From an optimization exercise on the open Yosys and OpenROAD flow, aimed at small area, a short achievable clock period and few clock cycles; shortcuts taken in it are not production practice.
Only simulation tests tie the RTL to the original design; equivalence was not proved.

### flow/flow/run.sh
#!/bin/bash
# Layout flow: the standard ORFS flow (standard.sh) with these changes:
#  - synthesis is synth_recipe.tcl (the standard synthesis script) with ABC
#    run on flow/abc.script, an area-oriented mapping (amap);
#  - the ports get plain buf_1 buffers instead of the delay cells that
#    buffer_ports picks by default;
#  - the half/full adder cells are added to the platform's don't-use list,
#    so that ABC maps the adders as ordinary gates.
# ORFS's own logs go to orfs/logs/; make's output goes to run_standard.log.
set -euo pipefail
HERE=$(pwd)
export FLOW_ABC_SCRIPT="$HERE/flow/abc.script"
export BUFFER_PORTS_ARGS="-buffer_cell sky130_fd_sc_hd__buf_1"
{ head -n 1 synth_recipe.tcl; cat flow/abc_override.tcl; tail -n +2 synth_recipe.tcl; } > synth_custom.tcl
PLATFORM_DONT_USE="sky130_fd_sc_hd__probe_p_8 sky130_fd_sc_hd__probec_p_8 sky130_fd_sc_hd__lpflow_bleeder_1 sky130_fd_sc_hd__lpflow_clkbufkapwr_1 sky130_fd_sc_hd__lpflow_clkbufkapwr_16 sky130_fd_sc_hd__lpflow_clkbufkapwr_2 sky130_fd_sc_hd__lpflow_clkbufkapwr_4 sky130_fd_sc_hd__lpflow_clkbufkapwr_8 sky130_fd_sc_hd__lpflow_clkinvkapwr_1 sky130_fd_sc_hd__lpflow_clkinvkapwr_16 sky130_fd_sc_hd__lpflow_clkinvkapwr_2 sky130_fd_sc_hd__lpflow_clkinvkapwr_4 sky130_fd_sc_hd__lpflow_clkinvkapwr_8 sky130_fd_sc_hd__lpflow_decapkapwr_12 sky130_fd_sc_hd__lpflow_decapkapwr_3 sky130_fd_sc_hd__lpflow_decapkapwr_4 sky130_fd_sc_hd__lpflow_decapkapwr_6 sky130_fd_sc_hd__lpflow_decapkapwr_8 sky130_fd_sc_hd__lpflow_inputiso0n_1 sky130_fd_sc_hd__lpflow_inputiso0p_1 sky130_fd_sc_hd__lpflow_inputiso1n_1 sky130_fd_sc_hd__lpflow_inputiso1p_1 sky130_fd_sc_hd__lpflow_inputisolatch_1 sky130_fd_sc_hd__lpflow_isobufsrc_1 sky130_fd_sc_hd__lpflow_isobufsrc_16 sky130_fd_sc_hd__lpflow_isobufsrc_2 sky130_fd_sc_hd__lpflow_isobufsrc_4 sky130_fd_sc_hd__lpflow_isobufsrc_8 sky130_fd_sc_hd__lpflow_isobufsrckapwr_16 sky130_fd_sc_hd__lpflow_lsbuf_lh_hl_isowell_tap_1 sky130_fd_sc_hd__lpflow_lsbuf_lh_hl_isowell_tap_2 sky130_fd_sc_hd__lpflow_lsbuf_lh_hl_isowell_tap_4 sky130_fd_sc_hd__lpflow_lsbuf_lh_isowell_4 sky130_fd_sc_hd__lpflow_lsbuf_lh_isowell_tap_1 sky130_fd_sc_hd__lpflow_lsbuf_lh_isowell_tap_2 sky130_fd_sc_hd__lpflow_lsbuf_lh_isowell_tap_4 "
ADDERS="sky130_fd_sc_hd__ha_1 sky130_fd_sc_hd__ha_2 sky130_fd_sc_hd__ha_4 sky130_fd_sc_hd__fa_1 sky130_fd_sc_hd__fa_2 sky130_fd_sc_hd__fa_4"
bash standard.sh "DONT_USE_CELLS=$PLATFORM_DONT_USE $ADDERS" "SYNTH_SCRIPT=$HERE/synth_custom.tcl" finish > run_standard.log 2>&1
### flow/flow/abc.script
strash
ifraig
scorr
dc2
strash
dch -f
map -B 0.9
topo
stime -c
buffer -c
upsize -c
dnsize -c
### flow/flow/abc_override.tcl
# Run ABC with flow/abc.script instead of ORFS's abc_area/abc_speed script.
proc abc {args} {
  set i [lsearch -exact $args -script]
  if {$i >= 0} {
    set args [lreplace $args [expr {$i + 1}] [expr {$i + 1}] $::env(FLOW_ABC_SCRIPT)]
  }
  yosys abc {*}$args
}
### flow/standard.sh
#!/bin/bash
# synth_recipe.tcl (not shown) runs the flow's synth.tcl, then flattens the netlist and writes it again
# the make line also repeats each setting of config.mk as NAME=value (left out here)
make -C /OpenROAD-flow-scripts/flow DESIGN_CONFIG=/design/flow/config.mk WORK_HOME=/design/flow/orfs CLKGATE_MAP_FILE= SYNTH_SCRIPT=/design/flow/synth_recipe.tcl "${@:-finish}"
### flow/config.mk
export PLATFORM = sky130hd
export DESIGN_NAME = tinyalu
export DESIGN_NICKNAME = tinyalu
export VERILOG_FILES = /design/flow/design.v
export SDC_FILE = /design/flow/constraint.sdc
export NUM_CORES = 4
export LEC_CHECK = 0
export CAP_MARGIN = 20
export CORE_MARGIN = 2
export CORE_UTILIZATION = 65
export CTS_BUF_LIST = sky130_fd_sc_hd__clkbuf_8
export PLACE_DENSITY = 0.8
export SETUP_SLACK_MARGIN = 2.7
export SLEW_MARGIN = 20
### flow/constraint.sdc
create_clock -name core_clock -period 5.0 [get_ports {clk}]
set_input_delay 1.0000 -clock core_clock [delete_from_list [all_inputs] [get_ports {clk}]]
set_output_delay 1.0000 -clock core_clock [all_outputs]
set_load 0.01 [all_outputs]
### flow/design.v
module tinyalu (
    input  wire  [7:0] A,
    input  wire  [7:0] B,
    input  wire        clk,
    input  wire  [2:0] op,
    input  wire        reset_n,
    input  wire        start,
    output wire        done,
    output wire [15:0] result
);
  reg [15:0] acc;
  reg [2:0]  cnt;      
  reg        done_r;
  wire idle = (cnt == 3'd0);
  wire [7:0] x = idle ? B : acc[15:8];
  wire [7:0] y = A & {8{idle | acc[0]}};
  wire [7:0] p = x ^ y;
  wire [7:0] g = x & y;
  wire [7:0] g1 = {g[7] | (p[7] & g[6]), g[6], g[5] | (p[5] & g[4]), g[4],
                   g[3] | (p[3] & g[2]), g[2], g[1] | (p[1] & g[0]), g[0]};
  wire [7:0] p1 = {p[7] & p[6], p[6], p[5] & p[4], p[4],
                   p[3] & p[2], p[2], p[1] & p[0], p[0]};
  wire [7:0] g2 = {g1[7:6] | (p1[7:6] & {2{g1[5]}}), g1[5:4],
                   g1[3:2] | (p1[3:2] & {2{g1[1]}}), g1[1:0]};
  wire [7:0] p2 = {p1[7:6] & {2{p1[5]}}, p1[5:4],
                   p1[3:2] & {2{p1[1]}}, p1[1:0]};
  wire [7:0] g3 = {g2[7:4] | (p2[7:4] & {4{g2[3]}}), g2[3:0]};
  wire [8:0] c  = {g3, 1'b0};
  wire [8:0] s = {c[8], p ^ c[7:0]};
  always @(posedge clk) begin
    if (!idle)
      acc <= {s, acc[7:1]};
    else if (op[2])
      acc <= {1'b0, A & {8{B[0]}}, B[7:1]};
    else if (!op[1])
      acc <= {7'h00, s};
    else if (op[0])
      acc <= {8'h00, p};
    else
      acc <= {8'h00, g};
  end
  always @(posedge clk or negedge reset_n) begin
    if (!reset_n) begin
      cnt    <= 3'd0;
      done_r <= 1'b0;
    end else if (!idle) begin
      cnt    <= cnt - 3'd1;
      done_r <= (cnt == 3'd1);
    end else begin
      cnt    <= (start && op[2] && !done_r) ? 3'd7 : 3'd0;
      done_r <= start && !op[2] && (op[1:0] != 2'b00) && !done_r;
    end
  end
  assign done   = done_r;
  assign result = acc;
endmodule
==> impl_metrics.json, run 1 <==
{
  "cp_top_family": "simple AND/OR/NAND/NOR gates",
  "yosys-top-cells-count": "inv_1, nor2_1, nand2_1",
  "fin_util_pct": 91.7,
  "grt_first_pass_wirelength_mm": 6.91,
  "core_um2": 2000,
  "cts_max_path_buffers": 2,
  "pin_count": 39,
  "die_w_um": 50.7,
  "tritoncts": "done",
  "drv_cap": 0,
  "cpMaxStageDelayCell": "o21ai_2",
  "nets": 287,
  "drive_above_1_share_pct": 25.8,
  "h-tree-depth": 1,
  "timing.critical_path.mode_cell": "nand2_4",
  "netlist.area_leader.share_pct": 22.6,
  "syn_inst": 213,
  "fin_worst_skew_ns": 0.00250,
  "r2r_setup_slack_ns": 2.64,
  "grt_max_degree": 25,
  "fin_setup_tns_ns": 0,
  "dp_hpwl_mm": 2.80,
  "synth_top_area_cell": "dfxtp_1",
  "antenna_found_initial": 0,
  "post-place-ws_ns": 2.31,
  "via_count": 1810,
  "synth_flop_cell": "dfxtp_1",
  "reg2reg_to": "acc[6]$_DFF_P_",
  "synth-edff-count": 0,
  "critPathCaptureType": "flop",
  "hold_depth": 2,
  "drt_first_pass_iters": 7,
  "ys_warn_count": 1,
  "crit_chain": "buf_2 -> nand3_2 -> nand2_2 -> nand2_4 -> o21ai_2 -> nand2_2 -> nand2_2 -> nand2_4 -> nand2_4 -> nand2_4 -> nand2_4 -> nand2_4 -> nand2_4 -> nand2_4 -> buf_4 -> nand3_2 -> a21oi_2",
  "ys_types": 32,
  "cp_slowest_stage_delay_ns": 0.18,
  "holdCritStartpoint": "acc[1]$_DFF_P_",
  "clkSlewWorstSetupHoldPaths_ns": 0.08,
  "yosys-top-cells-area": "dfxtp_1, inv_1, nor2_1",
  "fmax_ghz": 0.415,
  "synth_most_common_cell": "inv_1",
  "worstPathMaxFanout": 5,
  "r2r-start": "cnt[1]$_DFF_PN0_",
  "portBuffers": 38,
  "cts_hold_buf": 0,
  "die_y_um": 50.7,
  "syn-cell-area_um2": 1420,
  "timing.final.crit_share_pct": 48.2,
  "routabilityCongestion": 0.872,
  "first_iter_violations": 139,
  "grt_overflow": 0,
  "hold-worst-slack_ns": 0.491,
  "critPathArrivalTime_ns": 2.57,
  "hold_viol": 0,
  "area_delta_synth_final_pct": 29.7,
  "clk_latency_ns": 0.26,
  "min_path_type": "reg -> reg",
  "avgSynthCellArea_um2": 6.64,
  "viasPerCell": 6.22,
  "routedWlPerCell_um": 16.9,
  "numCtsBuffers": 3,
  "track_usage_pct": 35.6,
  "setup_viol": 0,
  "initial_utilization_pct": 70.7,
  "cts_root_buffer": "clkbuf_8",
  "timing.final.ws_setup_ns": 2.59,
  "status": "no timing/DRC/antenna violations",
  "reg2reg_depth": 19,
  "async_flop_share_pct": 20.0,
  "start_kind": "primary input",
  "worstMarginPinSlew_ns": 0.652,
  "grt_pass1_vias": 1583,
  "worstPathRequired_ns": 5.16,
  "critPathBufInv": 2,
  "die_area_um2": 2570,
  "min_to": "acc[0]$_DFF_P_",
  "path_class": "in -> reg",
  "relSlewSlack_pct": 56.4,
  "rsz0062_at_grt": "yes",
  "yosysSeqAreaShare_pct": 29.7,
  "placementRows": 16,
  "synth_nets": 235,
  "min_period_ns": 2.41,
  "drt-total-wl_mm": 4.92,
  "ant_nets": 0,
  "diodes": 0,
  "clock-sinks": 20,
  "ys_ff_latch": 20,
  "drv_slew": 0,
  "post-route-drc-count": 0
}
[worst max-delay path by stage]
stage / depth (start not counted) / end / slack [ns] / startpoint
floorplan: 18 / acc[7]$_DFF_P_ / 2.67 / B[2]
global placement: 18 / acc[14]$_DFF_P_ / 2.43 / B[0]
detailed placement: 18 / acc[14]$_DFF_P_ / 2.31 / cnt[1]$_DFF_PN0_
CTS: 18 / acc[14]$_DFF_P_ / 2.69 / B[0]
global route: 20 / acc[7]$_DFF_P_ / 2.47 / B[1]
finish: 17 / acc[6]$_DFF_P_ / 2.59 / B[0]
[tightest hold or removal path: cells and delay by family (launching register included)]
family,cells,cell delay [ns]
AOI/OAI and AO/OA,1,0.04
and+or+nand+nor,1,0.09
DFF,1,0.31
[layer usage]
metal	part of all wire (%)	vias up	global-route usage, %
li1	-	806	-
met5	0	-	0
met1	35	792	43.5
met2	48	163	63.6
met4	6.2	0	15.3
met3	10	49	2.68
[kinds of logic (layout without fill, tap and decap cells)]
group / Yosys count / after routing / share of synthesized area, %
compound gates: 45 / 45 / 19.0
xor+xnor: 3 / 3 / 1.86
buf+inv: 41 / 91 / 11.5
flops: 20 / 20 / 29.7
mux: 1 / 1 / 0.707
simple gates: 103 / 104 / 37.2
[layout make-up]
| type | count | area (um2) |
|---|---|---|
| multi-input cells | 153 | 940 |
| flip-flops and latches | 20 | 420 |
| repair buffers | 50 | 243 |
| fillers | 82 | 166 |
| inverters | 36 | 139 |
| clock buffers | 4 | 55.1 |
| well taps | 27 | 33.8 |
| repair inverters | 1 | 5.00 |
[flip-flops by register name, summed over array words and instances, names as in the netlist]
| register | cells |
|---|---|
| cnt | 3 |
| acc | 16 |
| done_r | 1 |
[layout by cell type (no fill, tap or decap), types with 6 or more instances in the layout]
| master | instances |
|---|---|
| inv_1 | 29 |
| buf_1 | 35 |
| nor2_1 | 27 |
| nand3_2 | 7 |
| buf_4 | 12 |
| inv_2 | 6 |
| o21ai_0 | 14 |
| a21oi_1 | 12 |
| nand3_1 | 15 |
| dfxtp_1 | 16 |
| nand2_4 | 9 |
| nand2_2 | 8 |
| nand2_1 | 24 |
[per-stage QoR]
stage / std cells / instance area, um2
final: 291 / 1840
after global routing: 291 / 1840
after CTS: 283 / 1710
after detailed placement: 273 / 1570
after global placement: 273 / 1570
after floorplan: 213 / 1430
[timing repair]
item	CTS	global route
pin swaps	6	14
endpoints found under the setup margin	12	7
gates cloned	1	1
setup buffers	5	7
gates resized for setup	11	17
Testbench counts, summed over its fixed seeds: cycles 44,915.
==> run 2, diff against run 1 <==
==> flow/flow/abc.script (replaced) <==
strash
dch
map -D 1300
topo
stime -c
buffer -c
upsize -c -D 1300
dnsize -c -D 1300
==> impl_metrics.json, run 2 <==
{
  "status": "aborted with a tool error",
  "synth_most_common_cell": "inv_1",
  "synth_flop_cell": "dfxtp_1",
  "synth_nets": 225,
  "routabilityCongestion": 0.924,
  "initial_utilization_pct": 70.6,
  "ys_types": 39,
  "die_w_um": 50.9,
  "pin_count": 39,
  "portBuffers": 38,
  "h-tree-depth": 1,
  "synth-edff-count": 0,
  "netlist.area_leader.share_pct": 22.4,
  "dp_cells": 262,
  "cts_hold_buf": 0,
  "cts_max_path_buffers": 2,
  "error": "[ERROR DPL-0038] Utilization greater than 100%, impossible to legalize",
  "ys_warn_count": 1,
  "die_y_um": 50.9,
  "dp_hpwl_mm": 2.81,
  "yosysSeqAreaShare_pct": 29.4,
  "yosys-top-cells-count": "inv_1, nor2_1, nand2_1",
  "worst_endpoint_kind": "register input",
  "numCtsBuffers": 3,
  "syn_inst": 203,
  "synth_top_area_cell": "dfxtp_1",
  "syn-cell-area_um2": 1430,
  "yosys-top-cells-area": "dfxtp_1, inv_1, dfrtp_1",
  "async_flop_share_pct": 20.0,
  "grt_worst_setup_endpoint": "acc[7]$_DFF_P_/D",
  "stop_stage": "global routing",
  "placementRows": 16,
  "ys_ff_latch": 20,
  "avgSynthCellArea_um2": 7.03,
  "clock-sinks": 20,
  "grt_max_degree": 17,
  "cts_root_buffer": "clkbuf_8"
}
==> run 2: timing repair <==
| item | CTS |
|---|---|
| resized for setup | 5 |
| gates cloned | 1 |
| setup endpoints to repair | 15 |
| pin swaps | 2 |
| setup buffers | 9 |
==> run 2: stage by stage <==
| stage | cell area (um2) | utilization (%) | worst slack, ns |
|---|---|---|---|
| 3_3_place_gp | 1570 | 77.5 | 2.20 |
| 2_1_floorplan | 1430 | - | 2.72 |
| 4_1_cts | 1730 | 85.7 | 2.70 |
| 3_5_place_dp | 1570 | 77.5 | 2.10 |
==> run 2: kinds of logic after synthesis <==
family                 share of synthesized area, %
AO/OA/AOI/OAI                                  26.9
buffers and inverters                          9.99
multiplexers                                  0.701
flip-flops                                     29.4
XOR/XNOR                                       3.07
AND/OR/NAND/NOR                                29.9
==> run 2: how the worst max path moves through the flow <==
| stage | slack [ns] | to | start | cells after the start |
|---|---|---|---|---|
| 3_5_place_dp | 2.10 | acc[7]$_DFF_P_ | cnt[1]$_DFF_PN0_ | 11 |
| 3_3_place_gp | 2.20 | acc[7]$_DFF_P_ | cnt[1]$_DFF_PN0_ | 11 |
| 4_1_cts | 2.70 | acc[8]$_DFF_P_ | B[1] | 13 |
| 2_1_floorplan | 2.72 | acc[7]$_DFF_P_ | B[3] | 12 |
==> run 3, diff against run 2 <==
==> flow/flow/run.sh (replaced) <==
#!/bin/bash
# Layout flow: the standard ORFS flow (standard.sh, which runs the
# standard synthesis script) with two changes:
#  - the ports get plain buf_1 buffers instead of the delay cells that
#    buffer_ports picks by default;
#  - the half/full adder cells are added to the platform's don't-use list,
#    so that ABC maps the adders as ordinary gates.
# ORFS's own logs go to orfs/logs/; make's output goes to run_standard.log.
set -euo pipefail
export BUFFER_PORTS_ARGS="-buffer_cell sky130_fd_sc_hd__buf_1"
PLATFORM_DONT_USE="sky130_fd_sc_hd__probe_p_8 sky130_fd_sc_hd__probec_p_8 sky130_fd_sc_hd__lpflow_bleeder_1 sky130_fd_sc_hd__lpflow_clkbufkapwr_1 sky130_fd_sc_hd__lpflow_clkbufkapwr_16 sky130_fd_sc_hd__lpflow_clkbufkapwr_2 sky130_fd_sc_hd__lpflow_clkbufkapwr_4 sky130_fd_sc_hd__lpflow_clkbufkapwr_8 sky130_fd_sc_hd__lpflow_clkinvkapwr_1 sky130_fd_sc_hd__lpflow_clkinvkapwr_16 sky130_fd_sc_hd__lpflow_clkinvkapwr_2 sky130_fd_sc_hd__lpflow_clkinvkapwr_4 sky130_fd_sc_hd__lpflow_clkinvkapwr_8 sky130_fd_sc_hd__lpflow_decapkapwr_12 sky130_fd_sc_hd__lpflow_decapkapwr_3 sky130_fd_sc_hd__lpflow_decapkapwr_4 sky130_fd_sc_hd__lpflow_decapkapwr_6 sky130_fd_sc_hd__lpflow_decapkapwr_8 sky130_fd_sc_hd__lpflow_inputiso0n_1 sky130_fd_sc_hd__lpflow_inputiso0p_1 sky130_fd_sc_hd__lpflow_inputiso1n_1 sky130_fd_sc_hd__lpflow_inputiso1p_1 sky130_fd_sc_hd__lpflow_inputisolatch_1 sky130_fd_sc_hd__lpflow_isobufsrc_1 sky130_fd_sc_hd__lpflow_isobufsrc_16 sky130_fd_sc_hd__lpflow_isobufsrc_2 sky130_fd_sc_hd__lpflow_isobufsrc_4 sky130_fd_sc_hd__lpflow_isobufsrc_8 sky130_fd_sc_hd__lpflow_isobufsrckapwr_16 sky130_fd_sc_hd__lpflow_lsbuf_lh_hl_isowell_tap_1 sky130_fd_sc_hd__lpflow_lsbuf_lh_hl_isowell_tap_2 sky130_fd_sc_hd__lpflow_lsbuf_lh_hl_isowell_tap_4 sky130_fd_sc_hd__lpflow_lsbuf_lh_isowell_4 sky130_fd_sc_hd__lpflow_lsbuf_lh_isowell_tap_1 sky130_fd_sc_hd__lpflow_lsbuf_lh_isowell_tap_2 sky130_fd_sc_hd__lpflow_lsbuf_lh_isowell_tap_4 "
ADDERS="sky130_fd_sc_hd__ha_1 sky130_fd_sc_hd__ha_2 sky130_fd_sc_hd__ha_4 sky130_fd_sc_hd__fa_1 sky130_fd_sc_hd__fa_2 sky130_fd_sc_hd__fa_4"
bash standard.sh "DONT_USE_CELLS=$PLATFORM_DONT_USE $ADDERS" finish > run_standard.log 2>&1
==> flow/config.mk (replaced) <==
export PLATFORM = sky130hd
export DESIGN_NAME = tinyalu
export DESIGN_NICKNAME = tinyalu
export VERILOG_FILES = /design/flow/design.v
export SDC_FILE = /design/flow/constraint.sdc
export NUM_CORES = 4
export LEC_CHECK = 0
export ABC_AREA = 1
export CAP_MARGIN = 20
export CORE_MARGIN = 2
export CORE_UTILIZATION = 65
export CTS_BUF_LIST = sky130_fd_sc_hd__clkbuf_16
export CTS_CLUSTER_DIAMETER = 100
export CTS_CLUSTER_SIZE = 30
export PLACE_DENSITY = 0.8
export SETUP_SLACK_MARGIN = 2.5
export SLEW_MARGIN = 20
removed: flow/flow/abc.script
removed: flow/flow/abc_override.tcl
==> impl_metrics.json, run 3 <==
{
  "netlist.area_leader.share_pct": 21.6,
  "synth_nets": 260,
  "drt_first_pass_iters": 5,
  "ys_ff_latch": 20,
  "placementRows": 17,
  "min_path_type": "reg -> reg",
  "viasPerCell": 5.45,
  "top_regs": "acc: 16 flops, cnt: 3 flops, done_r: 1 flops",
  "path_class": "in -> reg",
  "crit_chain": "buf_1 -> inv_1 -> nor3_2 -> inv_1 -> o21ai_0 -> inv_1 -> nand2_1",
  "post-route-drc-count": 0,
  "fmax_ghz": 0.427,
  "initial_utilization_pct": 67.6,
  "start_kind": "primary input",
  "min_period_ns": 2.34,
  "syn_inst": 238,
  "timing.final.crit_share_pct": 46.8,
  "pin_count": 39,
  "yosysSeqAreaShare_pct": 28.4,
  "cts_max_path_buffers": 2,
  "largest_register": "acc",
  "avgSynthCellArea_um2": 6.22,
  "die_w_um": 51.7,
  "fin_worst_skew_ns": 0.00252,
  "grt_pass1_vias": 1411,
  "drive_above_1_share_pct": 7.69,
  "cts_root_buffer": "clkbuf_16",
  "routedWlPerCell_um": 12.9,
  "rsz0062_at_grt": "no",
  "via_count": 1639,
  "grt_first_pass_wirelength_mm": 6.13,
  "worstMarginPinSlew_ns": 0.552,
  "portBuffers": 38,
  "antenna_found_initial": 0,
  "syn-cell-area_um2": 1480,
  "numCtsBuffers": 3,
  "ys_warn_count": 1,
  "routabilityCongestion": 0.872,
  "yosys-top-cells-count": "nand2_1, inv_1, a21oi_1",
  "synth_top_area_cell": "dfxtp_1",
  "async_flop_share_pct": 20.0,
  "worstPathMaxFanout": 11,
  "nets": 296,
  "critPathArrivalTime_ns": 2.54,
  "yosys-top-cells-area": "dfxtp_1, nand2_1, inv_1",
  "status": "no timing/DRC/antenna violations",
  "die_y_um": 51.7,
  "first_iter_violations": 61,
  "synth_most_common_cell": "nand2_1",
  "grt_overflow": 0,
  "worstPathRequired_ns": 5.20,
  "timing.critical_path.mode_cell": "inv_1",
  "track_usage_pct": 31.3,
  "synth_flop_cell": "dfxtp_1",
  "cpMaxStageDelayCell": "nor3_2",
  "grt_max_degree": 33,
  "critPathCaptureType": "flop",
  "diodes": 0,
  "core_um2": 2190,
  "ys_types": 35,
  "drv_slew": 0,
  "h-tree-depth": 1,
  "setup_viol": 0,
  "relSlewSlack_pct": 63.1,
  "area_delta_synth_final_pct": 16.2,
  "drv_cap": 0,
  "tritoncts": "done",
  "dp_hpwl_mm": 2.82,
  "synth-edff-count": 0,
  "fin_setup_tns_ns": 0,
  "postCtsSetupRepairBufs": 0,
  "fillers": 187,
  "clkSlewWorstSetupHoldPaths_ns": 0.06,
  "die_area_um2": 2670,
  "final_common_cell": "nand2_1",
  "clk_latency_ns": 0.25,
  "layout_common_cells": "nand2_1, buf_1, inv_1",
  "hold_viol": 0,
  "cp_slowest_stage_delay_ns": 0.47,
  "clock-sinks": 20,
  "drt-total-wl_mm": 3.87,
  "ant_nets": 0,
  "largest_reg_flops": 16
}
run 3: cell types whose count changed after synthesis, moves of 4 or more:
cell | previous run | this run
nor3_1 | 1 | 6
nand2_1 | 24 | 69
inv_1 | 27 | 36
nor2_1 | 26 | 14
nand3_1 | 11 | 17
o21ai_0 | 19 | 13
nor2_2 | 4 | 0
run 3: through the flow:
step	cell area (um2)	util (%)	setup WS [ns]	hold WS (ns)	instances
2_1_floorplan	1480	-	2.92	0.508	238
3_3_place_gp	1620	74.1	2.33	0.478	297
3_5_place_dp	1620	74.1	2.21	0.482	297
4_1_cts	1710	77.9	2.69	0.489	301
5_1_grt	1720	78.5	2.53	0.506	301
6_report	1720	78.5	2.66	0.483	301
run 3: critical path, delay by kind of cell:
kind / cells / cell delay, ns
AO/OA/AOI/OAI: 1 / 0.17
buffers and inverters: 4 / 0.85
AND/OR/NAND/NOR: 2 / 0.52
run 3: layout make-up:
| cell class | count | area, um2 | area share, % |
|---|---|---|---|
| clock buffer | 3 | 75.1 | 4.36 |
| clock inverter | 1 | 3.75 | 0.218 |
| inverter | 36 | 135 | 7.85 |
| multi-input combinational | 175 | 908 | 52.8 |
| sequential | 20 | 420 | 24.4 |
| tap | 28 | 35.0 | 2.04 |
| timing repair buffer | 38 | 143 | 8.29 |
run 3: what timing repair did:
action | in CTS | in global routing
hold buffers | 0 | 0
setup endpoints to repair | 1 | 9
gates cloned | 0 | 0
gates resized for setup | 1 | 2
run 3: cell families after synthesis:
| family | count (synthesis) | share of synthesized area, % |
|---|---|---|
| flip-flops | 20 | 28.4 |
| XOR/XNOR | 6 | 4.06 |
| AND/OR/NAND/NOR | 119 | 35.5 |
| AO/OA/AOI/OAI | 50 | 20.5 |
| buffers and inverters | 43 | 11.5 |
run 3: layer usage:
metal,track usage [%],wire length (um),vias to the layer above
li1,-,-,836
met1,41.0,1700,730
met2,53.4,1870,68
met3,3.45,260,5
met4,10.5,44,0
met5,0,0,-
run 3: final timing paths:
| kind | start | to | cells past startpoint | slack (ns) |
|---|---|---|---|---|
| min | acc[3]$_DFF_P_ | acc[2]$_DFF_P_ | 2 | 0.48 |
| max reg2reg | cnt[0]$_DFF_PN0_ | acc[6]$_DFF_P_ | 15 | 2.81 |
| min reg2reg | acc[3]$_DFF_P_ | acc[2]$_DFF_P_ | 2 | 0.48 |
| max in group asynchronous | reset_n | cnt[0]$_DFF_PN0_ | 1 | 4.25 |
| max | op[2] | acc[8]$_DFF_P_ | 7 | 2.66 |
| min in group asynchronous | reset_n | cnt[1]$_DFF_PN0_ | 1 | 0.57 |
==> run 4, diff against run 3 <==
==> flow/config.mk (replaced) <==
export PLATFORM = sky130hd
export DESIGN_NAME = tinyalu
export DESIGN_NICKNAME = tinyalu
export VERILOG_FILES = /design/flow/design.v
export SDC_FILE = /design/flow/constraint.sdc
export NUM_CORES = 4
export LEC_CHECK = 0
export ABC_AREA = 1
export CAP_MARGIN = 20
export CORE_MARGIN = 2
export CORE_UTILIZATION = 40
export PLACE_DENSITY = 0.6
export SETUP_SLACK_MARGIN = 2.5
export SLEW_MARGIN = 20
==> impl_metrics.json, run 4 <==
{
  "first_iter_violations": 128,
  "reg2reg_depth": 16,
  "routedWlPerCell_um": 13.0,
  "cts_max_path_buffers": 2,
  "hold_depth": 2,
  "routabilityCongestion": 0.859,
  "track_usage_pct": 21.2,
  "synth_flop_cell": "dfxtp_1",
  "avgSynthCellArea_um2": 6.22,
  "ant_nets": 0,
  "syn_inst": 238,
  "holdCritStartpoint": "acc[1]$_DFF_P_",
  "die_w_um": 64.8,
  "post_dp_cell_area_um2": 1650,
  "top_regs": "acc: 16 flops, cnt: 3 flops, done_r: 1 flops",
  "pin_count": 39,
  "grt_max_degree": 33,
  "relSlewSlack_pct": 63.0,
  "layout_common_cells": "nand2_1, buf_1, inv_1",
  "worstMarginPinSlew_ns": 0.553,
  "yosysSeqAreaShare_pct": 28.4,
  "path_class": "in -> reg",
  "setup_viol": 0,
  "placementRows": 22,
  "synth_top_area_cell": "dfxtp_1",
  "numCtsBuffers": 3,
  "timing.final.crit_share_pct": 48.0,
  "tritoncts": "done",
  "dp_hpwl_mm": 3.13,
  "final_cell_area_um2": 1730,
  "synth_nets": 260,
  "drt_first_pass_iters": 4,
  "grt_pass1_vias": 1445,
  "antenna_found_initial": 0,
  "min_period_ns": 2.40,
  "clock-sinks": 20,
  "area_delta_synth_final_pct": 16.6,
  "viasPerCell": 5.00,
  "hold_viol": 0,
  "min_path_type": "reg -> reg",
  "ys_ff_latch": 20,
  "netlist.area_leader.share_pct": 21.6,
  "rsz0062_at_grt": "no",
  "drive_above_1_share_pct": 8.73,
  "die_area_um2": 4200,
  "critPathArrivalTime_ns": 2.61,
  "drv_slew": 0,
  "core_um2": 3610,
  "fin_setup_tns_ns": 0,
  "nets": 298,
  "clk_latency_ns": 0.26,
  "worstPathMaxFanout": 11,
  "yosys-top-cells-area": "dfxtp_1, nand2_1, inv_1",
  "cts_root_buffer": "clkbuf_8",
  "initial_utilization_pct": 41.0,
  "synth-edff-count": 0,
  "largest_register": "acc",
  "grt_overflow": 0,
  "r2r_setup_slack_ns": 2.76,
  "r2r-start": "cnt[2]$_DFF_PN0_",
  "clkSlewWorstSetupHoldPaths_ns": 0.08,
  "start_kind": "primary input",
  "status": "no timing/DRC/antenna violations",
  "die_y_um": 64.8,
  "yosys-top-cells-count": "nand2_1, inv_1, a21oi_1",
  "syn-cell-area_um2": 1480,
  "fin_worst_skew_ns": 0.00630,
  "worstPathRequired_ns": 5.21,
  "critPathCaptureType": "flop",
  "ys_types": 35,
  "via_count": 1614,
  "fmax_ghz": 0.416,
  "largest_reg_flops": 16,
  "final_common_cell": "nand2_1",
  "grt_first_pass_wirelength_mm": 6.82,
  "drv_cap": 0,
  "ys_warn_count": 1,
  "drt-total-wl_mm": 4.21,
  "h-tree-depth": 1,
  "post-route-drc-count": 0,
  "cts_hold_buf": 0,
  "async_flop_share_pct": 20.0,
  "portBuffers": 38,
  "synth_most_common_cell": "nand2_1",
  "min_to": "acc[0]$_DFF_P_",
  "diodes": 0,
  "reg2reg_to": "acc[8]$_DFF_P_"
}
## run 4: cell counts after synthesis
Identical to the previous run, type by type.
## run 4: worst max-delay path by stage
stage | end | start | depth (start not counted) | slack (ns)
floorplan | acc[8]$_DFF_P_ | op[2] | 7 | 2.92
CTS | acc[7]$_DFF_P_ | cnt[1]$_DFF_PN0_ | 15 | 2.64
finish | acc[8]$_DFF_P_ | op[2] | 7 | 2.60
global route | acc[8]$_DFF_P_ | op[2] | 7 | 2.51
detailed placement | acc[8]$_DFF_P_ | op[2] | 7 | 2.18
global placement | acc[8]$_DFF_P_ | op[2] | 7 | 2.31
## run 4: timing repair
action,in CTS,in global routing
pin swaps,0,1
buffers inserted,0,2
setup endpoints to repair,1,10
resized for setup,1,2
## run 4: metal layers
metal / vias up / global-route usage (%) / wire (um) / part of all wire [%]
met5: - / 0 / 0 / 0
met4: 0 / 5.85 / 22 / 0.52
met3: 2 / 2.60 / 201 / 4.8
met2: 41 / 33.4 / 1940 / 46
met1: 722 / 30.3 / 2050 / 49
li1: 849 / - / - / -
## run 4: cells by family (layout without fill, tap and decap cells)
logic type                Yosys count  count (layout)  synth area share, %
xor gates and xnor gates            6               6                 4.06
and+or+nand+nor                   119             119                 35.5
buffers and inverters              43              80                 11.5
AOI/OAI and AO/OA                  50              50                 20.5
DFF                                20              20                 28.4
## run 4: critical path, stage by stage
cell and delay [ns]:
buf_1 0.40, inv_1 0.32, nor3_2 0.45, inv_1 0.15
o21ai_0 0.17, inv_1 0.05, nand2_1 0.05
## run 4: cell type report
cell class,instances,area [um2]
Clock buffer,4,45.0
Fill cell,414,1880
Inverter,36,139
Multi-Input combinational cell,175,903
Sequential cell,20,420
Tap cell,48,60.1
Timing Repair Buffer,40,158
## run 4: through the flow
stage	setup slack (ns)	utilization (%)	hold slack, ns	cells
finish	2.60	47.8	0.494	323
global route	2.51	47.8	0.516	323
CTS	2.64	47.1	0.499	321
detailed placement	2.18	45.7	0.484	317
global placement	2.31	45.7	0.481	317
floorplan	2.92	-	0.508	238
==> run 5, diff against run 4 <==
--- a/flow/config.mk
+++ b/flow/config.mk
@@ -8,7 +8,8 @@
 export ABC_AREA = 1
 export CAP_MARGIN = 20
 export CORE_MARGIN = 2
-export CORE_UTILIZATION = 40
-export PLACE_DENSITY = 0.6
-export SETUP_SLACK_MARGIN = 2.5
+export CORE_UTILIZATION = 65
+export CTS_BUF_LIST = sky130_fd_sc_hd__clkbuf_8
+export PLACE_DENSITY = 0.8
+export SETUP_SLACK_MARGIN = 2.9
 export SLEW_MARGIN = 20
==> impl_metrics.json, run 5 <==
{
  "status": "no timing/DRC/antenna violations",
  "core_um2": 2190,
  "multiInputGateArea_um2": 1140,
  "holdCritStartpoint": "acc[3]$_DFF_P_",
  "dp_hpwl_mm": 2.82,
  "min_period_ns": 2.16,
  "synth-edff-count": 0,
  "final_common_cell": "nand2_1",
  "fillers": 98,
  "clk_latency_ns": 0.27,
  "synth_most_common_cell": "nand2_1",
  "cp-startpoint": "B[1]",
  "largest_reg_flops": 16,
  "regArea_um2": 422,
  "clock-sinks": 20,
  "layout_common_cells": "nand2_1, buf_1, inv_1",
  "drt-total-wl_mm": 5.84,
  "path_class": "in -> reg",
  "fin_setup_tns_ns": 0,
  "cpMaxStageDelayCell": "xor2_1",
  "first_iter_violations": 177,
  "avgSynthCellArea_um2": 6.22,
  "top_regs": "acc: 16 flops, cnt: 3 flops, done_r: 1 flops",
  "viasPerCell": 6.48,
  "async_flop_share_pct": 20.0,
  "synth_top_area_cell": "dfxtp_1",
  "routabilityCongestion": 0.872,
  "grt_overflow": 0,
  "cts_max_path_buffers": 2,
  "routedWlPerCell_um": 18.7,
  "track_usage_pct": 32.0,
  "crit_chain": "buf_1 -> nand3_1 -> nand2_2 -> nand2_1 -> inv_1 -> nor2_1 -> xor2_1 -> nand2_1 -> o21ai_0 -> inv_1 -> nand2_1",
  "nets": 308,
  "ys_warn_count": 1,
  "die_area_um2": 2670,
  "worstPathMaxFanout": 3,
  "ys_ff_latch": 20,
  "cp_top_family": "simple AND/OR/NAND/NOR gates",
  "placementRows": 17,
  "critPathBufInv": 3,
  "cp_slowest_stage_delay_ns": 0.26,
  "critPathCaptureType": "flop",
  "clkSlewWorstSetupHoldPaths_ns": 0.08,
  "worstMarginPinSlew_ns": 0.666,
  "tritoncts": "done",
  "timing.final.crit_share_pct": 43.1,
  "grt_max_degree": 17,
  "yosys-top-cells-count": "nand2_1, inv_1, a21oi_1",
  "fmax_ghz": 0.464,
  "r2r_setup_slack_ns": 2.86,
  "yosys-top-cells-area": "dfxtp_1, nand2_1, inv_1",
  "start_kind": "primary input",
  "numCtsBuffers": 3,
  "diodes": 0,
  "timing.critical_path.mode_cell": "nand2_1",
  "grt_pass1_vias": 1430,
  "setup_viol": 0,
  "die_w_um": 51.7,
  "synth_nets": 260,
  "largest_register": "acc",
  "post_dp_cell_area_um2": 1620,
  "area_delta_synth_final_pct": 36.2,
  "r2r-start": "cnt[2]$_DFF_PN0_",
  "syn_inst": 238,
  "portBuffers": 38,
  "ys_types": 35,
  "syn-cell-area_um2": 1480,
  "die_y_um": 51.7,
  "pin_count": 39,
  "via_count": 2029,
  "antenna_found_initial": 0,
  "final_cell_area_um2": 2020,
  "cts_hold_buf": 0,
  "critPathArrivalTime_ns": 2.37,
  "drive_above_1_share_pct": 27.4,
  "h-tree-depth": 1,
  "yosysSeqAreaShare_pct": 28.4,
  "post-route-drc-count": 0,
  "netlist.area_leader.share_pct": 21.6,
  "fin_worst_skew_ns": 0.00835,
  "grt_first_pass_wirelength_mm": 6.28,
  "drv_slew": 0,
  "relSlewSlack_pct": 55.4,
  "ant_nets": 0,
  "cts_root_buffer": "clkbuf_8",
  "initial_utilization_pct": 67.6,
  "drt_first_pass_iters": 5,
  "synth_flop_cell": "dfxtp_1",
  "drv_cap": 0,
  "rsz0062_at_grt": "yes",
  "worstPathRequired_ns": 5.22,
  "hold_viol": 0,
  "min_path_type": "reg -> reg"
}
## run 5: through the flow
step / instances / utilization (%) / setup WS (ns) / hold slack [ns]
3_3_place_gp: 297 / 74.1 / 2.33 / 0.478
2_1_floorplan: 238 / - / 2.92 / 0.508
5_1_grt: 313 / 92.0 / 2.74 / 0.508
6_report: 313 / 92.0 / 2.84 / 0.492
4_1_cts: 305 / 79.0 / 2.93 / 0.492
3_5_place_dp: 297 / 74.1 / 2.21 / 0.482
## run 5: cells by family after synthesis
family	count (synthesis)	synth area share, %
and+or+nand+nor	119	35.5
AOI/OAI and AO/OA	50	20.5
xor gates and xnor gates	6	4.06
DFF	20	28.4
buffers and inverters	43	11.5
## run 5: worst paths after layout
path                                     to  cells after the start
max                          acc[8]$_DFF_P_                     11
min                          acc[2]$_DFF_P_                      2
max reg2reg                  acc[8]$_DFF_P_                     12
min reg2reg                  acc[2]$_DFF_P_                      2
max in group asynchronous  cnt[0]$_DFF_PN0_                      1
min in group asynchronous  done_r$_DFF_PN0_                      1
## run 5: worst register-to-register path: stages (launching register included)
cell and delay (ns):
dfrtp_1 0.39, clkinvlp_4 0.19, buf_4 0.23, nand3_1 0.12, nand2_2 0.09, nand2_1 0.18
inv_1 0.08, nor2_1 0.20, xor2_1 0.26, nand2_1 0.10, o21ai_0 0.11, inv_1 0.07
nand2_1 0.06
## run 5: layout make-up
class,count,share of cell area (%)
clock inverter,1,0.186
inverter,36,6.89
multi-input combinational,177,56.7
timing repair buffer,48,11.5
tap,28,1.74
sequential,20,20.9
clock buffer,3,2.05
## run 5: per-layer routing
metal	wire length, um	GRT usage (%)	up-vias
met5	0	0	-
met4	322	5.70	0
met3	721	2.59	53
met2	2780	57.9	206
met1	2020	41.9	909
li1	-	-	861
## run 5: timing repair
| item | 4_1_cts | 5_1_grt |
|---|---|---|
| setup endpoints to repair | 14 | 13 |
| resized for setup | 6 | 54 |
| buffers inserted | 3 | 7 |
| pin swaps | 2 | 21 |
| cloned | 1 | 1 |
| hold endpoints to repair | 0 | 0 |
==> run 6, diff against run 5 <==
--- a/flow/config.mk
+++ b/flow/config.mk
@@ -11,5 +11,5 @@
 export CORE_UTILIZATION = 65
 export CTS_BUF_LIST = sky130_fd_sc_hd__clkbuf_8
 export PLACE_DENSITY = 0.8
-export SETUP_SLACK_MARGIN = 2.9
+export SETUP_SLACK_MARGIN = 2.8
 export SLEW_MARGIN = 20
==> impl_metrics.json, run 6 <==
{
  "r2r-start": "cnt[1]$_DFF_PN0_",
  "reg2reg_depth": 13,
  "hold-worst-slack_ns": 0.487,
  "routabilityCongestion": 0.872,
  "track_usage_pct": 31.6,
  "antenna_found_initial": 0,
  "largest_register": "acc",
  "min_period_ns": 2.08,
  "routedWlPerCell_um": 13.8,
  "ant_nets": 0,
  "setup_viol": 0,
  "largest_reg_flops": 16,
  "netlist.area_leader.share_pct": 21.6,
  "syn-cell-area_um2": 1480,
  "clk_latency_ns": 0.26,
  "synth_flop_cell": "dfxtp_1",
  "yosysSeqAreaShare_pct": 28.4,
  "tritoncts": "done",
  "crit_end": "acc[10]$_DFF_P_",
  "h-tree-depth": 1,
  "drv_cap": 0,
  "drt-total-wl_mm": 4.24,
  "nets": 303,
  "worstMarginPinSlew_ns": 0.526,
  "grt_first_pass_wirelength_mm": 6.20,
  "area_delta_synth_final_pct": 20.9,
  "die_area_um2": 2670,
  "core_um2": 2190,
  "fin_setup_tns_ns": 0,
  "synth_nets": 260,
  "grt_max_degree": 17,
  "drive_above_1_share_pct": 14.3,
  "critPathArrivalTime_ns": 2.24,
  "status": "no timing/DRC/antenna violations",
  "fmax_ghz": 0.481,
  "grt_overflow": 0,
  "avgSynthCellArea_um2": 6.22,
  "viasPerCell": 5.48,
  "post-route-drc-count": 0,
  "first_iter_violations": 79,
  "die_w_um": 51.7,
  "placementRows": 17,
  "top_regs": "acc: 16 flops, cnt: 3 flops, done_r: 1 flops",
  "worstPathMaxFanout": 3,
  "r2r_setup_slack_ns": 2.93,
  "dp_hpwl_mm": 2.82,
  "yosys-top-cells-area": "dfxtp_1, nand2_1, inv_1",
  "ys_ff_latch": 20,
  "ys_warn_count": 1,
  "reg2reg_to": "acc[10]$_DFF_P_",
  "fin_worst_skew_ns": 0.00774,
  "yosys-top-cells-count": "nand2_1, inv_1, a21oi_1",
  "numCtsBuffers": 3,
  "fin_util_pct": 81.7,
  "relSlewSlack_pct": 64.8,
  "diodes": 0,
  "syn_inst": 238,
  "initial_utilization_pct": 67.6,
  "cts_max_path_buffers": 2,
  "portBuffers": 38,
  "drv_slew": 0,
  "cts_root_buffer": "clkbuf_8",
  "critPathCaptureType": "flop",
  "worstPathRequired_ns": 5.16,
  "synth-edff-count": 0,
  "min_path_type": "reg -> reg",
  "final_common_cell": "nand2_1",
  "hold_viol": 0,
  "synth_most_common_cell": "nand2_1",
  "drt_first_pass_iters": 4,
  "synth_top_area_cell": "dfxtp_1",
  "via_count": 1687,
  "pin_count": 39,
  "ys_types": 35,
  "layout_common_cells": "nand2_1, buf_1, inv_1",
  "clkSlewWorstSetupHoldPaths_ns": 0.07,
  "start_kind": "primary input",
  "path_class": "in -> reg",
  "async_flop_share_pct": 20.0,
  "rsz0062_at_grt": "no",
  "die_y_um": 51.7,
  "cp-startpoint": "B[2]",
  "grt_pass1_vias": 1414,
  "timing.final.crit_share_pct": 41.6,
  "clock-sinks": 20
}
run 6: cell counts after synthesis:
Identical to the previous run, type by type.
run 6: cell families after synthesis:
logic type	count (synthesis)	share of synthesized area, %
XOR/XNOR	6	4.06
buffers and inverters	43	11.5
AO/OA/AOI/OAI	50	20.5
AND/OR/NAND/NOR	119	35.5
flip-flops	20	28.4
run 6: final cells by class:
cell class / instances / area [um2]
multi-input cells: 176 / 960
fillers: 168 / 402
clock buffers: 3 / 41.3
clock inverters: 1 / 3.75
well taps: 28 / 35.0
flip-flops and latches: 20 / 422
repair buffers: 44 / 189
inverters: 36 / 139
run 6: layer usage:
| metal | global-route usage, % | up-vias | part of all wire, % | wire length (um) |
|---|---|---|---|---|
| met5 | 0 | - | 0 | 0 |
| met4 | 6.14 | 0 | 0.38 | 16 |
| met3 | 2.59 | 2 | 6.7 | 284 |
| met2 | 55.8 | 67 | 51 | 2170 |
| met1 | 42.3 | 764 | 42 | 1770 |
| li1 | - | 854 | - | - |
run 6: worst max-delay path, cell delays in order:
cell	delay, ns
buf_1	0.11
inv_1	0.05
nand3_1	0.07
nand2_1	0.08
inv_2	0.07
nand2_2	0.07
nand2_2	0.09
inv_1	0.06
nand2_1	0.12
nand2_1	0.10
xnor2_1	0.20
nand2_1	0.10
o21ai_0	0.11
run 6: metrics by stage:
stage	worst slack, ns	std cells	cell area [um2]
after detailed placement	2.21	297	1620
final	2.92	308	1790
after floorplan	2.92	238	1480
after global routing	2.78	308	1790
after CTS	2.81	303	1710
after global placement	2.33	297	1620
run 6: repair_timing:
action	in CTS	in global routing
hold buffers	0	0
buffers inserted	1	5
gates resized for setup	5	12
cloned	1	0
setup endpoints to repair	13	14
pin swaps	2	4
run 6: worst min path at each step:
stage	startpoint	cells past startpoint	slack, ns	to
3_3_place_gp	acc[5]$_DFF_P_	2	0.48	acc[4]$_DFF_P_
6_report	acc[3]$_DFF_P_	2	0.49	acc[2]$_DFF_P_
5_1_grt	acc[3]$_DFF_P_	2	0.51	acc[2]$_DFF_P_
2_1_floorplan	acc[2]$_DFF_P_	2	0.51	acc[1]$_DFF_P_
4_1_cts	acc[4]$_DFF_P_	2	0.49	acc[3]$_DFF_P_
3_5_place_dp	acc[4]$_DFF_P_	2	0.48	acc[3]$_DFF_P_
==> run 7, diff against run 6 <==
--- a/flow/config.mk
+++ b/flow/config.mk
@@ -7,9 +7,9 @@
 export LEC_CHECK = 0
 export ABC_AREA = 1
 export CAP_MARGIN = 20
-export CORE_MARGIN = 2
-export CORE_UTILIZATION = 65
+export CORE_AREA = 2 2 62 62
 export CTS_BUF_LIST = sky130_fd_sc_hd__clkbuf_8
+export DIE_AREA = 0 0 64 64
 export PLACE_DENSITY = 0.8
-export SETUP_SLACK_MARGIN = 2.8
+export SETUP_SLACK_MARGIN = 2.7
 export SLEW_MARGIN = 20
==> impl_metrics.json, run 7 <==
{
  "ys_types": 35,
  "grtUsageMet2_pct": 33.1,
  "ys_warn_count": 1,
  "placementRows": 21,
  "yosys-top-cells-count": "nand2_1, inv_1, a21oi_1",
  "largest_register": "acc",
  "fmax_ghz": 0.475,
  "clock-sinks": 20,
  "r2r-start": "cnt[0]$_DFF_PN0_",
  "drt-total-wl_mm": 4.25,
  "worstMarginPinSlew_ns": 0.530,
  "numCtsBuffers": 3,
  "grt_first_pass_wirelength_mm": 6.49,
  "synth_flop_cell": "dfxtp_1",
  "cpMaxStageDelayCell": "o21ai_2",
  "portBuffers": 38,
  "tritoncts": "done",
  "hold_viol": 0,
  "drv_slew": 0,
  "viasPerCell": 5.33,
  "clk_latency_ns": 0.26,
  "path_class": "in -> reg",
  "post-route-drc-count": 0,
  "grt_pass1_vias": 1509,
  "largest_reg_flops": 16,
  "fin_worst_skew_ns": 0.000588,
  "drt_first_pass_iters": 6,
  "layout_common_cells": "nand2_1, buf_1, inv_1",
  "crit_chain": "buf_1 -> nand3_1 -> nand2_1 -> nand2_2 -> o21ai_2 -> nand2_1 -> nand2_2 -> nand2_1 -> nand2_1 -> nand2_1 -> nand3_1 -> o21ai_0",
  "critPathBufInv": 1,
  "drive_above_1_share_pct": 11.7,
  "syn-cell-area_um2": 1480,
  "routabilityCongestion": 0.949,
  "busiest_layer": "met2",
  "synth_most_common_cell": "nand2_1",
  "core_um2": 3390,
  "async_flop_share_pct": 20.0,
  "cts_hold_buf": 0,
  "initial_utilization_pct": 43.7,
  "cp_slowest_stage_delay_ns": 0.21,
  "routedWlPerCell_um": 13.0,
  "timing.final.crit_share_pct": 42.1,
  "drv_cap": 0,
  "netlist.area_leader.share_pct": 21.6,
  "synth_nets": 260,
  "cts_root_buffer": "clkbuf_8",
  "synth-edff-count": 0,
  "start_kind": "primary input",
  "final_common_cell": "nand2_1",
  "top_regs": "acc: 16 flops, cnt: 3 flops, done_r: 1 flops",
  "reg2reg_depth": 15,
  "ant_nets": 0,
  "reg2reg_to": "acc[13]$_DFF_P_",
  "met3_usage_pct": 4.40,
  "syn_inst": 238,
  "yosys-top-cells-area": "dfxtp_1, nand2_1, inv_1",
  "setup_viol": 0,
  "h-tree-depth": 1,
  "ys_ff_latch": 20,
  "min_period_ns": 2.11,
  "die_y_um": 64,
  "diodes": 0,
  "fillers": 340,
  "fin_setup_tns_ns": 0,
  "area_delta_synth_final_pct": 20.9,
  "holdCritStartpoint": "acc[7]$_DFF_P_",
  "dp_hpwl_mm": 3.10,
  "worstPathRequired_ns": 5.14,
  "hold-worst-slack_ns": 0.491,
  "critPathCaptureType": "flop",
  "r2r_setup_slack_ns": 2.93,
  "critPathArrivalTime_ns": 2.24,
  "grt_max_degree": 33,
  "min_path_type": "reg -> reg",
  "pin_count": 39,
  "min_to": "acc[6]$_DFF_P_",
  "cp_top_family": "simple AND/OR/NAND/NOR gates",
  "die_area_um2": 4100,
  "timing.critical_path.mode_cell": "nand2_1",
  "worstPathMaxFanout": 4,
  "grt_overflow": 0,
  "clkSlewWorstSetupHoldPaths_ns": 0.08,
  "rsz0062_at_grt": "no",
  "relSlewSlack_pct": 64.5,
  "status": "no timing/DRC/antenna violations",
  "die_w_um": 64,
  "first_iter_violations": 130,
  "grt_util_met1_pct": 25.6,
  "antenna_found_initial": 0,
  "synth_top_area_cell": "dfxtp_1",
  "yosysSeqAreaShare_pct": 28.4,
  "hold_depth": 2,
  "nets": 304,
  "cts_max_path_buffers": 2,
  "via_count": 1743,
  "track_usage_pct": 19.8,
  "avgSynthCellArea_um2": 6.22
}
[run 7: final cells by class]
class,instances,area (um2),area share (%)
Timing Repair Buffer,45,196,11.0
Tap cell,46,57.6,3.22
Multi-Input combinational cell,176,920,51.4
Sequential cell,20,422,23.6
Inverter,36,139,7.76
Clock buffer,4,55.1,3.08
[run 7: through the flow]
stage          utilization, %  worst slack (ns)  cells  area, um2
2_1_floorplan               -              2.92    238       1480
3_3_place_gp             48.5              2.55    315       1650
3_5_place_dp             48.5              2.32    315       1650
4_1_cts                  50.6              2.75    319       1710
5_1_grt                  52.8              2.70    327       1790
6_report                 52.8              2.89    327       1790
[run 7: layer usage]
metal / vias up / wire length (um)
li1: 852 / -
met1: 770 / 1720
met2: 103 / 2030
met3: 18 / 431
met4: 0 / 74
met5: - / 0
[run 7: kinds of logic (layout without fill, tap and decap cells)]
kind of cell / Yosys count / after routing / share of synthesized area (%)
xor+xnor: 6 / 6 / 4.06
buf+inv: 43 / 85 / 11.5
compound gates: 50 / 50 / 20.5
simple gates: 119 / 120 / 35.5
flops: 20 / 20 / 28.4
[run 7: worst max-delay path by stage]
stage                            endpoint  slack, ns  depth (start not counted)        startpoint
after CTS                  acc[3]$_DFF_P_       2.75                         13  cnt[0]$_DFF_PN0_
after global placement     acc[8]$_DFF_P_       2.55                          7             op[2]
final                     acc[13]$_DFF_P_       2.89                         12              B[0]
after detailed placement   acc[8]$_DFF_P_       2.32                          7             op[2]
after global routing      acc[13]$_DFF_P_       2.70                         15              B[2]
after floorplan            acc[8]$_DFF_P_       2.92                          7             op[2]
[run 7: worst register-to-register path, delay by kind of cell, from the launching register on]
family / cells / cell delay (ns)
simple gates: 12 / 1.17
flops: 1 / 0.45
buf+inv: 2 / 0.23
compound gates: 1 / 0.11
[run 7: what timing repair did]
item	in CTS	in global routing
cloned	0	1
setup endpoints to repair	4	14
buffers inserted	0	7
resized for setup	2	4
hold endpoints to repair	0	0
pin swaps	0	2
==> run 8, diff against run 7 <==
--- a/flow/design.v
+++ b/flow/design.v
@@ -9,9 +9,10 @@
     output wire [15:0] result
 );
   reg [15:0] acc;
+  reg        busy;     
   reg [2:0]  cnt;      
   reg        done_r;
-  wire idle = (cnt == 3'd0);
+  wire idle = ~busy;
   wire [7:0] x = idle ? B : acc[15:8];
   wire [7:0] y = A & {8{idle | acc[0]}};
   wire [7:0] p = x ^ y;
@@ -39,15 +40,18 @@
     else
       acc <= {8'h00, g};
   end
+  always @(posedge clk) begin
+    cnt <= busy ? cnt - 3'd1 : 3'd6;
+  end
   always @(posedge clk or negedge reset_n) begin
     if (!reset_n) begin
-      cnt    <= 3'd0;
+      busy   <= 1'b0;
       done_r <= 1'b0;
-    end else if (!idle) begin
-      cnt    <= cnt - 3'd1;
-      done_r <= (cnt == 3'd1);
+    end else if (busy) begin
+      busy   <= (cnt != 3'd0);
+      done_r <= (cnt == 3'd0);
     end else begin
-      cnt    <= (start && op[2] && !done_r) ? 3'd7 : 3'd0;
+      busy   <= start && op[2] && !done_r;
       done_r <= start && !op[2] && (op[1:0] != 2'b00) && !done_r;
     end
   end
==> impl_metrics.json, run 8 <==
{
  "rsz0062_at_grt": "yes",
  "path_class": "reg -> reg",
  "fmax_ghz": 0.460,
  "ys_warn_count": 1,
  "numCtsBuffers": 3,
  "syn-cell-area_um2": 1480,
  "r2r_setup_slack_ns": 2.83,
  "ys_types": 36,
  "largest_reg_flops": 16,
  "r2r-start": "busy$_DFF_PN0_",
  "area_delta_synth_final_pct": 14.9,
  "yosys-top-cells-count": "nand2_1, inv_1, nor2_1",
  "largest_register": "acc",
  "diodes": 0,
  "drt_first_pass_iters": 4,
  "yosys-top-cells-area": "dfxtp_1, nand2_1, inv_1",
  "placementRows": 21,
  "clk_latency_ns": 0.26,
  "synth_nets": 253,
  "synth_top_area_cell": "dfxtp_1",
  "post-place-ws_ns": 2.33,
  "clkSlewWorstSetupHoldPaths_ns": 0.08,
  "grt_first_pass_wirelength_mm": 6.54,
  "critPathCaptureType": "flop",
  "cts_hold_buf": 0,
  "syn_inst": 231,
  "nets": 290,
  "top_regs": "acc: 16 flops, cnt: 3 flops",
  "setup_viol": 0,
  "cts_max_path_buffers": 2,
  "drv_slew": 0,
  "fin_setup_tns_ns": 0,
  "tritoncts": "done",
  "synth_flop_cell": "dfxtp_1",
  "min_path_type": "reg -> reg",
  "pin_count": 39,
  "hold_viol": 0,
  "timing.final.ws_setup_ns": 2.83,
  "initial_utilization_pct": 43.6,
  "avgSynthCellArea_um2": 6.40,
  "drive_above_1_share_pct": 12.0,
  "h-tree-depth": 1,
  "ys_ff_latch": 21,
  "dp_hpwl_mm": 2.96,
  "routabilityCongestion": 0.982,
  "drt-total-wl_mm": 3.93,
  "synth_most_common_cell": "nand2_1",
  "drv_cap": 0,
  "viasPerCell": 5.14,
  "grt_overflow": 0,
  "worstPathRequired_ns": 5.18,
  "cts_root_buffer": "clkbuf_8",
  "hold_depth": 1,
  "final_common_cell": "nand2_1",
  "async_flop_share_pct": 9.52,
  "grt_max_degree": 34,
  "fin_worst_skew_ns": 0.00291,
  "post-route-drc-count": 0,
  "crit_end": "acc[4]$_DFF_P_",
  "cp-startpoint": "busy$_DFF_PN0_",
  "worstMarginPinSlew_ns": 0.695,
  "critPathArrivalTime_ns": 2.36,
  "min_period_ns": 2.17,
  "layout_common_cells": "nand2_1, buf_1, inv_1",
  "start_kind": "flop",
  "core_um2": 3390,
  "ant_nets": 0,
  "die_area_um2": 4100,
  "grt_pass1_vias": 1436,
  "postCtsSetupRepairBufs": 0,
  "die_w_um": 64,
  "relSlewSlack_pct": 53.5,
  "clock-sinks": 21,
  "first_iter_violations": 106,
  "netlist.area_leader.share_pct": 25.7,
  "worstPathMaxFanout": 33,
  "track_usage_pct": 20.0,
  "timing.final.crit_share_pct": 43.5,
  "status": "no timing/DRC/antenna violations",
  "reg2reg_depth": 12,
  "antenna_found_initial": 0,
  "routedWlPerCell_um": 12.6,
  "portBuffers": 38,
  "yosysSeqAreaShare_pct": 29.1,
  "via_count": 1609,
  "synth-edff-count": 0,
  "die_y_um": 64,
  "reg2reg_to": "acc[4]$_DFF_P_"
}
-- run 8: changes by cell type after synthesis, moves of 5 or more --
cell	change
nand3_1	-8
inv_1	-8
nor2_1	+10
nor3_1	-6
nand2_1	-5
nand2_2	+5
-- run 8: worst max-delay path: stages (launching register included) --
cell	delay [ns]
dfrtp_1	0.33
buf_4	0.36
inv_6	0.15
nor2_1	0.25
nor2_1	0.07
nand2_1	0.08
nand2_2	0.08
nor2_1	0.13
nand2_2	0.07
nand2_2	0.10
xor2_1	0.20
nand2_1	0.08
a21oi_1	0.19
-- run 8: worst min-delay path by stage --
stage	endpoint	start	slack, ns
global placement	cnt[0]$_SDFF_PN0_	cnt[0]$_SDFF_PN0_	0.43
CTS	cnt[0]$_SDFF_PN0_	cnt[0]$_SDFF_PN0_	0.44
finish	cnt[0]$_SDFF_PN0_	cnt[0]$_SDFF_PN0_	0.44
floorplan	cnt[0]$_SDFF_PN0_	cnt[0]$_SDFF_PN0_	0.41
detailed placement	cnt[0]$_SDFF_PN0_	cnt[0]$_SDFF_PN0_	0.43
global route	cnt[1]$_SDFF_PN1_	cnt[1]$_SDFF_PN1_	0.48
-- run 8: final cells by class --
class	instances	area, um2
inverters	30	119
multi-input cells	173	895
clock buffers	3	41.3
fillers	351	1690
clock inverters	1	5.00
flip-flops and latches	21	430
repair buffers	39	151
well taps	46	57.6
-- run 8: through the flow --
stage	hold slack [ns]	instance area (um2)	cells	util (%)
after global placement	0.427	1640	309	48.5
after floorplan	0.413	1480	231	-
final	0.441	1700	313	50.1
after global routing	0.481	1700	313	50.1
after detailed placement	0.432	1640	309	48.5
after CTS	0.443	1690	313	49.9
-- run 8: logic make-up (layout without fill, tap and decap cells) --
logic type	Yosys count	count (layout)	share of synthesized area [%]
buffers and inverters	37	73	10.6
XOR/XNOR	5	5	3.47
AO/OA/AOI/OAI	56	56	24.4
AND/OR/NAND/NOR	112	112	32.5
flip-flops	21	21	29.1
-- run 8: routing by layer --
metal / vias to the layer above / GRT usage (%) / routed length, um
met4: 0 / 5.71 / 59
met1: 732 / 26.6 / 1700
met5: - / 0 / 0
met2: 53 / 34.2 / 1960
met3: 7 / 1.76 / 212
li1: 817 / - / -
-- run 8: timing repair --
item,4_1_cts,5_1_grt
resized for setup,2,4
cloned,0,0
pin swaps,0,0
endpoints found under the setup margin,1,11
Testbench counts of run 8, summed over its fixed seeds: cycles 44,915.

[what the ideal ports hide]
No port has a modelled driver above. Below, the same layouts with a new extraction and two added sets of constraints.
Step 1 sets driving cells, clkbuf_16 on the clock port and buf_2 on the other inputs (assumed; they add their load-dependent delay and slew).
Step 2 times the ports against the registers' clock, not the clock port: input delays grow and output delays shrink by t, the midpoint of the rising clock arrivals with the driver on.
Three values: ideal, step 1, step 2; two values: the first two.
| run | t, ns | setup WS [ns] | hold WS [ns] | worst setup path at the end |
|---|---|---|---|---|
| run 1 | 0.285 | 2.591 / 2.593 / 2.308 | 0.491 / 0.491 / 0.491 | input to register |
| run 3 | 0.280 | 2.660 / 2.667 / 2.387 | 0.483 / 0.483 / 0.483 | input to register |
| run 4 | 0.280 | 2.599 / 2.597 / 2.317 | 0.494 / 0.494 / 0.494 | input to register |
| run 5 | 0.290 | 2.843 / 2.849 / 2.559 | 0.492 / 0.492 / 0.492 | input to register |
| run 6 | 0.277 | 2.921 / 2.923 / 2.646 | 0.487 / 0.487 / 0.487 | input to register |
| run 7 | 0.284 | 2.894 / 2.892 / 2.608 | 0.491 / 0.491 / 0.491 | input to register |
| run 8 | 0.286 | 2.826 / 2.826 / 2.561 | 0.441 / 0.441 / 0.441 | input to register |
After both steps setup and hold are still met in every run listed. For run 7, which loses most, drivers alone change the setup slack by -0.002 ns; drivers and shift together by -0.286 ns.
